From an optimization exercise on the open Yosys and OpenROAD flow, aimed at small area, a short achievable clock period and few clock cycles per item; shortcuts taken in it are not production practice.
Only simulation tests tie the RTL to the original design; equivalence was not proved.

==> flow/design.v <==
module l3_neuron #(
    parameter N     = 4,
    parameter WIDTH = 16
) (
    input  signed [N*WIDTH-1:0] x,  
    input  signed [N*WIDTH-1:0] w,  
    input  signed [WIDTH-1:0]   b,  
    output signed [WIDTH-1:0]   y   
);
    localparam ACC_WIDTH   = 2*WIDTH + 1;                
    localparam MAX_16BIT_S = {1'b0, {(WIDTH-1){1'b1}}};  
    integer i;
    reg signed [ACC_WIDTH:0] sum;
    reg signed [WIDTH-1:0]   y_out;
    always @* begin
        sum = b;
        for (i = 0; i < N; i = i + 1) begin
            sum = sum + $signed(x[i*WIDTH +: WIDTH]) * $signed(w[i*WIDTH +: WIDTH]);
        end
        if (sum <= 0) begin
            y_out = 0;  
        end else if (sum > MAX_16BIT_S) begin
            y_out = MAX_16BIT_S;  
        end else begin
            y_out = sum[WIDTH-1:0];  
        end
    end
    assign y = y_out;
endmodule
module l3_gan (
    input               clk,
    input               rst,
    input               start,            
    input  signed [15:0] x1,
    input  signed [15:0] x2,
    input  signed [15:0] x3,
    input  signed [15:0] x4,
    input  signed [16*4*4-1:0] L1_w,      
    input  signed [16*4-1:0]   L1_b,
    input  signed [16*2*4-1:0] L2_w,      
    input  signed [16*2-1:0]   L2_b,
    input  signed [16*1*2-1:0] L3_w,      
    input  signed [16*1-1:0]   L3_b,
    input  signed [16*1*1-1:0] L4_w,      
    input  signed [16*1-1:0]   L4_b,
    input  signed [16*1*1-1:0] L5_w,      
    input  signed [16*1-1:0]   L5_b,
    input  signed [16*2*1-1:0] L6_w,      
    input  signed [16*2-1:0]   L6_b,
    input  signed [16*4*2-1:0] L7_w,      
    input  signed [16*4-1:0]   L7_b,
    input  signed [16*4*4-1:0] L8_w,      
    input  signed [16*4-1:0]   L8_b,
    output reg signed [15:0] out1,
    output reg signed [15:0] out2,
    output reg signed [15:0] out3,
    output reg signed [15:0] out4,
    output reg               done         
);
    reg signed [15:0] L1_1_out, L1_2_out, L1_3_out, L1_4_out;
    reg signed [15:0] L2_1_out, L2_2_out;
    reg signed [15:0] L3_1_out;
    reg signed [15:0] L4_1_out;
    reg signed [15:0] L5_1_out;
    reg signed [15:0] L6_1_out, L6_2_out;
    reg signed [15:0] L7_1_out, L7_2_out, L7_3_out, L7_4_out;
    reg signed [15:0] L8_1_out, L8_2_out, L8_3_out, L8_4_out;
    reg [5:0] state;
    localparam S_IDLE=0,
               S_L1_1=1, S_W1_1=2, S_L1_2=3, S_W1_2=4, S_L1_3=5, S_W1_3=6, S_L1_4=7, S_W1_4=8,
               S_L2_1=9, S_W2_1=10, S_L2_2=11, S_W2_2=12,
               S_L3_1=13, S_W3_1=14,
               S_L4_1=15, S_W4_1=16,
               S_L5_1=17, S_W5_1=18,
               S_L6_1=19, S_W6_1=20, S_L6_2=21, S_W6_2=22,
               S_L7_1=23, S_W7_1=24, S_L7_2=25, S_W7_2=26, S_L7_3=27, S_W7_3=28, S_L7_4=29, S_W7_4=30,
               S_L8_1=31, S_W8_1=32, S_L8_2=33, S_W8_2=34, S_L8_3=35, S_W8_3=36, S_L8_4=37, S_W8_4=38,
               S_OUT=39, S_DONE=40;
    reg  signed [63:0] neuron_x;  
    reg  signed [63:0] neuron_w;
    reg  signed [15:0] neuron_b;
    wire signed [15:0] neuron_y;
    l3_neuron #(.N(4), .WIDTH(16)) neuron_inst (
        .x(neuron_x),
        .w(neuron_w),
        .b(neuron_b),
        .y(neuron_y)
    );
    always @(posedge clk or posedge rst) begin
        if (rst) begin
            state    <= S_IDLE;
            done     <= 0;
            out1     <= 0;
            out2     <= 0;
            out3     <= 0;
            out4     <= 0;
            L1_1_out <= 0; L1_2_out <= 0; L1_3_out <= 0; L1_4_out <= 0;
            L2_1_out <= 0; L2_2_out <= 0;
            L3_1_out <= 0;
            L4_1_out <= 0;
            L5_1_out <= 0;
            L6_1_out <= 0; L6_2_out <= 0;
            L7_1_out <= 0; L7_2_out <= 0; L7_3_out <= 0; L7_4_out <= 0;
            L8_1_out <= 0; L8_2_out <= 0; L8_3_out <= 0; L8_4_out <= 0;
        end else begin
            case (state)
                S_IDLE: begin
                    done <= 0;
                    if (start) state <= S_L1_1;
                end
                S_L1_1: begin
                    neuron_x <= {x4, x3, x2, x1};
                    neuron_w <= L1_w[0*64 +: 64];
                    neuron_b <= L1_b[0*16 +: 16];
                    state    <= S_W1_1;
                end
                S_W1_1: begin
                    L1_1_out <= neuron_y;
                    state    <= S_L1_2;
                end
                S_L1_2: begin
                    neuron_x <= {x4, x3, x2, x1};
                    neuron_w <= L1_w[1*64 +: 64];
                    neuron_b <= L1_b[1*16 +: 16];
                    state    <= S_W1_2;
                end
                S_W1_2: begin
                    L1_2_out <= neuron_y;
                    state    <= S_L1_3;
                end
                S_L1_3: begin
                    neuron_x <= {x4, x3, x2, x1};
                    neuron_w <= L1_w[2*64 +: 64];
                    neuron_b <= L1_b[2*16 +: 16];
                    state    <= S_W1_3;
                end
                S_W1_3: begin
                    L1_3_out <= neuron_y;
                    state    <= S_L1_4;
                end
                S_L1_4: begin
                    neuron_x <= {x4, x3, x2, x1};
                    neuron_w <= L1_w[3*64 +: 64];
                    neuron_b <= L1_b[3*16 +: 16];
                    state    <= S_W1_4;
                end
                S_W1_4: begin
                    L1_4_out <= neuron_y;
                    state    <= S_L2_1;
                end
                S_L2_1: begin
                    neuron_x <= {L1_4_out, L1_3_out, L1_2_out, L1_1_out};
                    neuron_w <= L2_w[0*64 +: 64];
                    neuron_b <= L2_b[0*16 +: 16];
                    state    <= S_W2_1;
                end
                S_W2_1: begin
                    L2_1_out <= neuron_y;
                    state    <= S_L2_2;
                end
                S_L2_2: begin
                    neuron_x <= {L1_4_out, L1_3_out, L1_2_out, L1_1_out};
                    neuron_w <= L2_w[1*64 +: 64];
                    neuron_b <= L2_b[1*16 +: 16];
                    state    <= S_W2_2;
                end
                S_W2_2: begin
                    L2_2_out <= neuron_y;
                    state    <= S_L3_1;
                end
                S_L3_1: begin
                    neuron_x <= {32'b0, L2_2_out, L2_1_out};  
                    neuron_w <= L3_w;
                    neuron_b <= L3_b;
                    state    <= S_W3_1;
                end
                S_W3_1: begin
                    L3_1_out <= neuron_y;
                    state    <= S_L4_1;
                end
                S_L4_1: begin
                    neuron_x <= {48'b0, L3_1_out};  
                    neuron_w <= L4_w;
                    neuron_b <= L4_b;
                    state    <= S_W4_1;
                end
                S_W4_1: begin
                    L4_1_out <= neuron_y;
                    state    <= S_L5_1;
                end
                S_L5_1: begin
                    neuron_x <= {48'b0, L4_1_out};  
                    neuron_w <= L5_w;
                    neuron_b <= L5_b;
                    state    <= S_W5_1;
                end
                S_W5_1: begin
                    L5_1_out <= neuron_y;
                    state    <= S_L6_1;
                end
                S_L6_1: begin
                    neuron_x <= {48'b0, L5_1_out};  
                    neuron_w <= L6_w[0*16 +: 16];
                    neuron_b <= L6_b[0*16 +: 16];
                    state    <= S_W6_1;
                end
                S_W6_1: begin
                    L6_1_out <= neuron_y;
                    state    <= S_L6_2;
                end
                S_L6_2: begin
                    neuron_x <= {48'b0, L5_1_out};  
                    neuron_w <= L6_w[1*16 +: 16];
                    neuron_b <= L6_b[1*16 +: 16];
                    state    <= S_W6_2;
                end
                S_W6_2: begin
                    L6_2_out <= neuron_y;
                    state    <= S_L7_1;
                end
                S_L7_1: begin
                    neuron_x <= {32'b0, L6_2_out, L6_1_out};  
                    neuron_w <= L7_w[0*32 +: 32];
                    neuron_b <= L7_b[0*16 +: 16];
                    state    <= S_W7_1;
                end
                S_W7_1: begin
                    L7_1_out <= neuron_y;
                    state    <= S_L7_2;
                end
                S_L7_2: begin
                    neuron_x <= {32'b0, L6_2_out, L6_1_out};  
                    neuron_w <= L7_w[1*32 +: 32];
                    neuron_b <= L7_b[1*16 +: 16];
                    state    <= S_W7_2;
                end
                S_W7_2: begin
                    L7_2_out <= neuron_y;
                    state    <= S_L7_3;
                end
                S_L7_3: begin
                    neuron_x <= {32'b0, L6_2_out, L6_1_out};  
                    neuron_w <= L7_w[2*32 +: 32];
                    neuron_b <= L7_b[2*16 +: 16];
                    state    <= S_W7_3;
                end
                S_W7_3: begin
                    L7_3_out <= neuron_y;
                    state    <= S_L7_4;
                end
                S_L7_4: begin
                    neuron_x <= {32'b0, L6_2_out, L6_1_out};  
                    neuron_w <= L7_w[3*32 +: 32];
                    neuron_b <= L7_b[3*16 +: 16];
                    state    <= S_W7_4;
                end
                S_W7_4: begin
                    L7_4_out <= neuron_y;
                    state    <= S_L8_1;
                end
                S_L8_1: begin
                    neuron_x <= {L7_4_out, L7_3_out, L7_2_out, L7_1_out};
                    neuron_w <= L8_w[0*64 +: 64];
                    neuron_b <= L8_b[0*16 +: 16];
                    state    <= S_W8_1;
                end
                S_W8_1: begin
                    L8_1_out <= neuron_y;
                    state    <= S_L8_2;
                end
                S_L8_2: begin
                    neuron_x <= {L7_4_out, L7_3_out, L7_2_out, L7_1_out};
                    neuron_w <= L8_w[1*64 +: 64];
                    neuron_b <= L8_b[1*16 +: 16];
                    state    <= S_W8_2;
                end
                S_W8_2: begin
                    L8_2_out <= neuron_y;
                    state    <= S_L8_3;
                end
                S_L8_3: begin
                    neuron_x <= {L7_4_out, L7_3_out, L7_2_out, L7_1_out};
                    neuron_w <= L8_w[2*64 +: 64];
                    neuron_b <= L8_b[2*16 +: 16];
                    state    <= S_W8_3;
                end
                S_W8_3: begin
                    L8_3_out <= neuron_y;
                    state    <= S_L8_4;
                end
                S_L8_4: begin
                    neuron_x <= {L7_4_out, L7_3_out, L7_2_out, L7_1_out};
                    neuron_w <= L8_w[3*64 +: 64];
                    neuron_b <= L8_b[3*16 +: 16];
                    state    <= S_W8_4;
                end
                S_W8_4: begin
                    L8_4_out <= neuron_y;
                    state    <= S_OUT;
                end
                S_OUT: begin
                    out1 <= L8_1_out;
                    out2 <= L8_2_out;
                    out3 <= L8_3_out;
                    out4 <= L8_4_out;
                    done <= 1;
                    state <= S_DONE;
                end
                S_DONE: begin
                    done  <= 1;
                    if (!start)
                        state <= S_IDLE;
                end
            endcase
        end
    end
endmodule
==> flow/run.sh <==
#!/bin/bash
# synth_recipe.tcl (not shown) runs the flow's synth.tcl, then flattens the netlist and writes it again
# the make line also repeats each setting of config.mk as NAME=value (left out here)
make -C /OpenROAD-flow-scripts/flow DESIGN_CONFIG=/design/flow/config.mk WORK_HOME=/design/flow/orfs CLKGATE_MAP_FILE= SYNTH_SCRIPT=/design/flow/synth_recipe.tcl finish
==> flow/config.mk <==
export PLATFORM = sky130hd
export DESIGN_NAME = l3_gan
export DESIGN_NICKNAME = l3_gan
export VERILOG_FILES = /design/flow/design.v
export SDC_FILE = /design/flow/constraint.sdc
export NUM_CORES = 4
export LEC_CHECK = 0
export CAP_MARGIN = 50
export CORE_MARGIN = 2
export CORE_UTILIZATION = 35
export SLEW_MARGIN = 50
==> flow/constraint.sdc <==
create_clock -name core_clock -period 12.0 [get_ports {clk}]
set_input_delay 2.4000 -clock core_clock [delete_from_list [all_inputs] [get_ports {clk}]]
set_output_delay 2.4000 -clock core_clock [all_outputs]
set_load 0.01 [all_outputs]
==> results.toml, run 1 <==
[clocking]
path_clk_slew_ns = 0.06
clock-sinks = 519
clockRootBuffer = "clkbuf_16"
cts_hold_buf = 0
h-tree-depth = 3
cts_buffers = 68
insertion_delay_ns = 0.74
cts_resized = 0
clock_path_buffers = 3
cts_tree = "built"
cts_setup_buffers = 0

[sta]
fin_crit_sh_pct = 93.6
slew_headroom_pct = 44.1
hold_viol_final = 0
setup_viol_count_final = 0
max_freq_ghz = 0.0890
fin_crit_ns = 11.23
tns_ns = 0
finalClockSkew_ns = 0.0569
rsz0062_at_grt = "no"
worst_slew_pin_slew_ns = 0.839
drv_slew = 0

[hold_path]
hold_path.class = "reg2reg"
whs_path_depth = 1

[worst_setup_path]
max_stage_delay_ns = 0.71
reg2reg_setup_slack_ns = 0.77
worstPathRequired_ns = 12.54
critPathMaxFanout = 42
cp_data_arrival_time_ns = 11.77
cp-start-kind = "flip-flop"
reg2reg_depth = 38
crit_path_top_delay_cell = "fa_1"
worstSetupEndpointType = "flip-flop"
path_class = "reg2reg"
crit_top_cell = "fa_1"

[yosys]
yosys.area.top_type = "fa_1"
synth_area_um2 = 72500
synth_edf_count = 144
async_flop_share_pct = 72.3
synth_common_cells = "inv_1 (1283), fa_1 (1137), nand2_1 (831)"
yosysSeqAreaShare_pct = 18.9
avgSynthCellArea_um2 = 9.12
synthFlopType = "dfrtp_1"
synth_seq_cells = 519
ys_warn_count = 2
ys_types = 78
syn_inst = 7950
synth.most_common_cell = "inv_1"
synth_area_leaders = "fa_1 (31%), dfrtp_1 (13%), inv_1 (6.6%)"
synth_top_area_share_pct = 31.4

[global_route]
grt_max_degree = 161
grt_pass1_vias = 70100
overflow = 0
antenna_found_initial = 174
grt_first_pass_wirelength_um = 598000
track_usage_pct = 41.7

[cells_and_area]
syn_to_final_growth_pct = 27.8
layout.nets = 11800
final_area_um2 = 92700
drive_above_1_share_pct = 6.25

[floorplanning]
dieArea_um2 = 211000
die_h_um = 459
rows = 167
io_pins = 1300
fp.coreArea_um2 = 206000
die_w_um = 459
initial_core_util_pct = 35.1

[route]
first_iter_violations = 9405
drc = 0
dr.pass1.iters = 7
dr_total_vias = 70400
routed_wl_um = 445000
routed_via_density = 5.89
wl_per_cell_um = 37.2
antenna_left = 0

[status]
outcome = "timing/DRC/antenna clean"

[run]
maxCapViolations = 0

[placement]
hpwl_um = 370000
placedInstanceArea_um2 = 89700
portBuffers = 1299
gp_congestion = 1.05
-- worst max-delay path: cells and delay by family (launching register included) --
kind	cells	cell delay [ns]
AOI/OAI and AO/OA	12	2.25
xor gates and xnor gates	1	0.20
adders and majority gates	10	4.99
buffers and inverters	9	1.19
DFF	1	0.69
and+or+nand+nor	6	1.63
-- placed cells by master (no fill, tap or decap), drive strengths merged, types with 47 or more instances in the layout --
cell / instances
a21o: 48
diode: 104
nor4: 62
a22oi: 395
nand2: 831
nor2: 539
inv: 1293
mux2: 58
a211oi: 298
xnor2: 118
clkdlybuf4s50: 1295
and2: 493
nand2b: 58
nand3: 116
nand4: 50
dfrtp: 375
a21oi: 183
a22o: 47
a222oi: 114
ha: 364
o21ai: 78
nor3: 265
buf: 266
edfxtp: 144
clkbuf: 100
a221oi: 94
fa: 1137
-- metal layers --
layer | track usage, % | vias to the layer above | wire, µm
li1 | - | 28800 | -
met4 | 24.0 | 74 | 30400
met3 | 14.6 | 809 | 53100
met2 | 58.8 | 4230 | 183000
met5 | 0 | - | 477
met1 | 55.0 | 36500 | 179000
-- path summary, 6_finish.rpt --
check                                    startpoint                  endpoint
setup reg to reg             neuron_x[31]$_DFFE_PP_   L7_4_out[4]$_DFFE_PP0P_
max in group asynchronous                       rst  L8_3_out[13]$_DFFE_PP0P_
hold reg to reg            L1_3_out[15]$_DFFE_PP0P_  L1_3_out[15]$_DFFE_PP0P_
setup / recovery             neuron_x[31]$_DFFE_PP_   L7_4_out[4]$_DFFE_PP0P_
min in group asynchronous                       rst   L6_2_out[3]$_DFFE_PP0P_
hold / removal             L1_3_out[15]$_DFFE_PP0P_  L1_3_out[15]$_DFFE_PP0P_
-- area by class of cell --
class	instances	area [µm²]
Multi-Input combinational cell	5660	52700
Timing Repair Buffer	1572	15500
Clock inverter	29	319
Fill cell	20200	114000
Clock buffer	93	1940
Sequential cell	519	13700
Antenna cell	104	260
Tap cell	2704	3380
Inverter	1284	4820
-- logic make-up after synthesis --
family | count (synthesis) | share of synthesized area, %
simple gates | 2518 | 16.6
buf+inv | 1771 | 9.39
compound gates | 1413 | 14.5
xor+xnor | 164 | 1.98
mux | 64 | 0.984
flops | 519 | 18.9
fa+ha+maj | 1501 | 37.7
-- metrics by stage --
step	utilization (%)	worst slack (ns)	hold WS, ns	std cells
after floorplan	-	2.64	0.449	7950
after global placement	42.9	0.637	0.466	11600
after detailed placement	43.5	0.793	0.471	11700
after CTS	44.6	0.725	0.489	11800
after global routing	44.8	0.279	0.500	11900
final	44.9	0.769	0.489	12000
Testbench counts, summed over its fixed seeds: cycles 67,200, items 1,600.
==> inputs of run 2 (changes only) <==
==> flow/design.v (replaced) <==
module l3_neuron (
    input  signed [63:0] x,   
    input  signed [63:0] w,   
    input  signed [15:0] b,   
    output        [14:0] y    
);
    wire signed [34:0] sum = b
        + $signed(x[15:0])  * $signed(w[15:0])
        + $signed(x[31:16]) * $signed(w[31:16])
        + $signed(x[47:32]) * $signed(w[47:32])
        + $signed(x[63:48]) * $signed(w[63:48]);
    assign y = sum[34] ? 15'd0 : (|sum[33:15]) ? 15'h7fff : sum[14:0];
endmodule
module l3_gan (
    input               clk,
    input               rst,
    input               start,
    input  signed [15:0] x1,
    input  signed [15:0] x2,
    input  signed [15:0] x3,
    input  signed [15:0] x4,
    input  signed [16*4*4-1:0] L1_w,
    input  signed [16*4-1:0]   L1_b,
    input  signed [16*2*4-1:0] L2_w,
    input  signed [16*2-1:0]   L2_b,
    input  signed [16*1*2-1:0] L3_w,
    input  signed [16*1-1:0]   L3_b,
    input  signed [16*1*1-1:0] L4_w,
    input  signed [16*1-1:0]   L4_b,
    input  signed [16*1*1-1:0] L5_w,
    input  signed [16*1-1:0]   L5_b,
    input  signed [16*2*1-1:0] L6_w,
    input  signed [16*2-1:0]   L6_b,
    input  signed [16*4*2-1:0] L7_w,
    input  signed [16*4-1:0]   L7_b,
    input  signed [16*4*4-1:0] L8_w,
    input  signed [16*4-1:0]   L8_b,
    output signed [15:0] out1,
    output signed [15:0] out2,
    output signed [15:0] out3,
    output signed [15:0] out4,
    output reg           done
);
    reg        busy;
    reg  [4:0] step;           
    reg  [63:0] wr;
    reg  [15:0] br;
    reg  [63:0] xr;
    reg  [14:0] o0, o1, o2, o3;
    wire [14:0] y;
    l3_neuron neuron_inst (.x(xr), .w(wr), .b(br), .y(y));
    function [79:0] wsel;
        input [4:0] s;
        begin
            case (s)
                5'd0:  wsel = {L1_b[0*16 +: 16], L1_w[0*64 +: 64]};
                5'd1:  wsel = {L1_b[1*16 +: 16], L1_w[1*64 +: 64]};
                5'd2:  wsel = {L1_b[2*16 +: 16], L1_w[2*64 +: 64]};
                5'd3:  wsel = {L1_b[3*16 +: 16], L1_w[3*64 +: 64]};
                5'd4:  wsel = {L2_b[0*16 +: 16], L2_w[0*64 +: 64]};
                5'd5:  wsel = {L2_b[1*16 +: 16], L2_w[1*64 +: 64]};
                5'd6:  wsel = {L3_b, L3_w, 32'd0};
                5'd7:  wsel = {L4_b, L4_w, 48'd0};
                5'd8:  wsel = {L5_b, L5_w, 48'd0};
                5'd9:  wsel = {L6_b[0*16 +: 16], L6_w[0*16 +: 16], 48'd0};
                5'd10: wsel = {L6_b[1*16 +: 16], L6_w[1*16 +: 16], 48'd0};
                5'd11: wsel = {L7_b[0*16 +: 16], L7_w[0*32 +: 32], 32'd0};
                5'd12: wsel = {L7_b[1*16 +: 16], L7_w[1*32 +: 32], 32'd0};
                5'd13: wsel = {L7_b[2*16 +: 16], L7_w[2*32 +: 32], 32'd0};
                5'd14: wsel = {L7_b[3*16 +: 16], L7_w[3*32 +: 32], 32'd0};
                5'd15: wsel = {L8_b[0*16 +: 16], L8_w[0*64 +: 64]};
                5'd16: wsel = {L8_b[1*16 +: 16], L8_w[1*64 +: 64]};
                5'd17: wsel = {L8_b[2*16 +: 16], L8_w[2*64 +: 64]};
                default: wsel = {L8_b[3*16 +: 16], L8_w[3*64 +: 64]};
            endcase
        end
    endfunction
    wire layer_end = (step == 5'd3) | (step == 5'd5) | (step == 5'd6) |
                     (step == 5'd7) | (step == 5'd8) | (step == 5'd10) |
                     (step == 5'd14);
    wire [4:0] step_nx = busy ? step + 5'd1 : 5'd0;
    always @(posedge clk or posedge rst) begin
        if (rst) begin
            busy <= 1'b0;
            done <= 1'b0;
            step <= 5'd0;
        end else if (busy) begin
            step <= step_nx;
            if (step == 5'd18) begin
                busy <= 1'b0;
                done <= 1'b1;
            end
        end else if (done) begin
            if (!start) done <= 1'b0;
        end else if (start) begin
            busy <= 1'b1;
            step <= 5'd0;
        end
    end
    always @(posedge clk) begin
        if (!busy) begin
            {br, wr} <= wsel(5'd0);
            xr <= {x4, x3, x2, x1};
        end else begin
            {br, wr} <= wsel(step_nx);
            {o3, o2, o1, o0} <= {y, o3, o2, o1};
            if (layer_end) xr <= {1'b0, y, 1'b0, o3, 1'b0, o2, 1'b0, o1};
        end
    end
    assign out1 = {1'b0, o0};
    assign out2 = {1'b0, o1};
    assign out3 = {1'b0, o2};
    assign out4 = {1'b0, o3};
endmodule
==> results.toml, run 2 <==
[route]
first_iter_violations = 6896
antenna_left = 0
dr_total_vias = 56000
routed_via_density = 5.76
drc = 0
dr.pass1.iters = 13
routed_wl_um = 412000
wl_per_cell_um = 42.4

[yosys]
synth_area_um2 = 56800
synth.most_common_cell = "inv_1"
ys_warn_count = 1
yosys.area.top_type = "fa_1"
synth_seq_cells = 211
synth_top_area_share_pct = 40.4
syn_inst = 6101
synth_common_cells = "inv_1 (1343), fa_1 (1146), and2_1 (629)"
synthFlopType = "edfxtp_1"
synth_edf_count = 124
yosysSeqAreaShare_pct = 9.68
avgSynthCellArea_um2 = 9.32
ys_types = 71
synth_area_leaders = "fa_1 (40%), inv_1 (8.9%), ha_1 (8.1%)"
async_flop_share_pct = 3.32

[worst_setup_path]
cp_data_arrival_time_ns = 11.96
path_class = "reg2reg"
critPathMaxFanout = 15
cp-start-kind = "flip-flop"
worstPathRequired_ns = 12.37
max_stage_delay_ns = 0.67
worstSetupEndpointType = "flip-flop"
crit_path_top_delay_cell = "edfxtp_1"
crit_top_cell = "fa_1"

[cells_and_area]
final_area_um2 = 75300
final_core_util_pct = 46.8
nFillCells = 15700
drive_above_1_share_pct = 6.41
final_cell_mix = "inv_1 (1343), clkdlybuf4s50_1 (1285), fa_1 (1146)"
layout.nets = 10100
fin_cells = 9731
syn_to_final_growth_pct = 32.5
mostFrequentLayoutCell = "inv_1"

[sta]
worst_slew_pin_slew_ns = 0.946
finalClockSkew_ns = 0.0351
fin_crit_ns = 11.58
max_freq_ghz = 0.0863
slew_headroom_pct = 36.9
tns_ns = 0
hold_viol_final = 0
rsz0062_at_grt = "no"
drv_slew = 0
fin_crit_sh_pct = 96.5
setup_viol_count_final = 0

[floorplanning]
initial_core_util_pct = 35.3
dieArea_um2 = 166000
rows = 147
io_pins = 1300
die_h_um = 407
fp.coreArea_um2 = 161000
die_w_um = 407

[global_route]
grt_max_degree = 70
track_usage_pct = 49.9
grt_pass1_vias = 56400
grt_first_pass_wirelength_um = 535000
antenna_found_initial = 223
overflow = 0

[placement]
portBuffers = 1295
gp_congestion = 1.15
hpwl_um = 361000
dp_cells = 9504
placedInstanceArea_um2 = 73700

[clocking]
clock-sinks = 211
clockRootBuffer = "clkbuf_16"
cts_tree = "built"
path_clk_slew_ns = 0.07
insertion_delay_ns = 0.63
cts_buffers = 35
h-tree-depth = 2
clock_path_buffers = 3

[status]
outcome = "timing/DRC/antenna clean"

[run]
maxCapViolations = 0

[hold_path]
hold_path.class = "reg2reg"
## run 2: changes by cell type in the layout (fill, tap and decap cells not counted), sizes merged, moves of 57 or more
cell,previous run,this run
nor3,265,19
dfxtp,0,80
a22oi,395,147
nand2,831,491
nor2,539,137
clkbuf,100,42
a211oi,298,21
nor4,62,5
dfrtp,375,7
and2,493,629
## run 2: timing repair
action | 4_1_cts | 5_1_grt
hold buffers | 0 | 0
buffers inserted | 0 | 2
resized for setup | 0 | 1
setup endpoints to repair | 0 | 1
## run 2: area by class of cell
| cell class | count | area [µm²] | area share (%) |
|---|---|---|---|
| multi-input combinational | 4264 | 45700 | 60.6 |
| inverter | 1344 | 5040 | 6.70 |
| timing repair buffer | 1532 | 14800 | 19.7 |
| tap | 2160 | 2700 | 3.59 |
| clock inverter | 23 | 269 | 0.357 |
| sequential | 211 | 5530 | 7.35 |
| antenna | 157 | 393 | 0.521 |
| clock buffer | 40 | 895 | 1.19 |
## run 2: path summary, 6_finish.rpt
| check | from | endpoint | slack, ns | depth (start not counted) |
|---|---|---|---|---|
| max | xr[53]$_DFFE_PP_ | xr[61]$_DFFE_PP_ | 0.42 | 41 |
| min | o2[1]$_DFFE_PP_ | o1[1]$_DFFE_PP_ | 0.48 | 0 |
| max reg2reg | xr[53]$_DFFE_PP_ | xr[61]$_DFFE_PP_ | 0.42 | 41 |
| min reg2reg | o2[1]$_DFFE_PP_ | o1[1]$_DFFE_PP_ | 0.48 | 0 |
| max in group asynchronous | rst | busy$_DFF_PP0_ | 9.13 | 2 |
| min in group asynchronous | rst | done$_DFFE_PP0P_ | 2.25 | 2 |
## run 2: worst max-delay path, delay by kind of cell, from the launching register on
| kind | cells | cell delay, ns |
|---|---|---|
| multiplexers | 1 | 0.33 |
| AND/OR/NAND/NOR | 6 | 1.09 |
| AO/OA/AOI/OAI | 12 | 2.60 |
| buffers and inverters | 9 | 1.36 |
| adder cells (fa/ha/maj) | 11 | 4.90 |
| flip-flops | 1 | 0.67 |
| XOR/XNOR | 2 | 0.31 |
## run 2: metrics by stage
step	worst slack, ns	hold slack [ns]
after floorplan	1.56	0.515
after global placement	0.509	0.451
after detailed placement	0.439	0.468
after CTS	0.387	0.480
after global routing	0.0595	0.496
final	0.416	0.482
## run 2: kinds of logic (layout without fill, tap and decap cells)
kind of cell               after synthesis  count (layout)  share of synthesized area, %
adders and majority gates             1513            1513                          48.4
DFF                                    211             211                          9.68
buffers and inverters                 1629            2939                          10.8
xor gates and xnor gates               177             177                          2.73
muxes                                   97              97                          1.91
other                                    1             161                       0.00660
AOI/OAI and AO/OA                      926             926                          12.4
and+or+nand+nor                       1547            1547                          14.1
## run 2: metal layers
layer | share of wire, % | track usage, % | vias to the layer above | wire length, µm
li1 | - | - | 22300 | -
met1 | 33 | 51.7 | 28600 | 137000
met2 | 42 | 71.3 | 3877 | 173000
met3 | 11 | 21.9 | 1252 | 47000
met4 | 13 | 55.6 | 58 | 55400
met5 | 0.090 | 0.446 | - | 369
Testbench counts of run 2, summed over its fixed seeds: cycles 33,600, items 1,600.

## what the ideal ports hide
The flow's constraints put no driver on any port. The routed layouts listed below were extracted and timed again, unchanged, in two steps. Step 1 assumes that a clkbuf_16 drives the clock port and a buf_2 every other input. Step 2 moves the port delays by t, midway between the first and last clock arrival at a register: inputs arrive t later, outputs are due t later. That takes back most of the time a late clock gives input paths. Three values: ideal, step 1, step 2; two values: the first two.
| run | t (ns) | setup slack, ns | hold slack, ns | cell pins on the clock port's net |
|---|---|---|---|---|
| run 1 | 0.817 | 0.769 / 0.769 / 0.769 | 0.489 / 0.489 / 0.489 | 1 |
| run 2 | 0.699 | 0.416 / 0.416 / 0.416 | 0.482 / 0.482 / 0.482 | 1 |
After both steps every run listed still meets setup and hold.
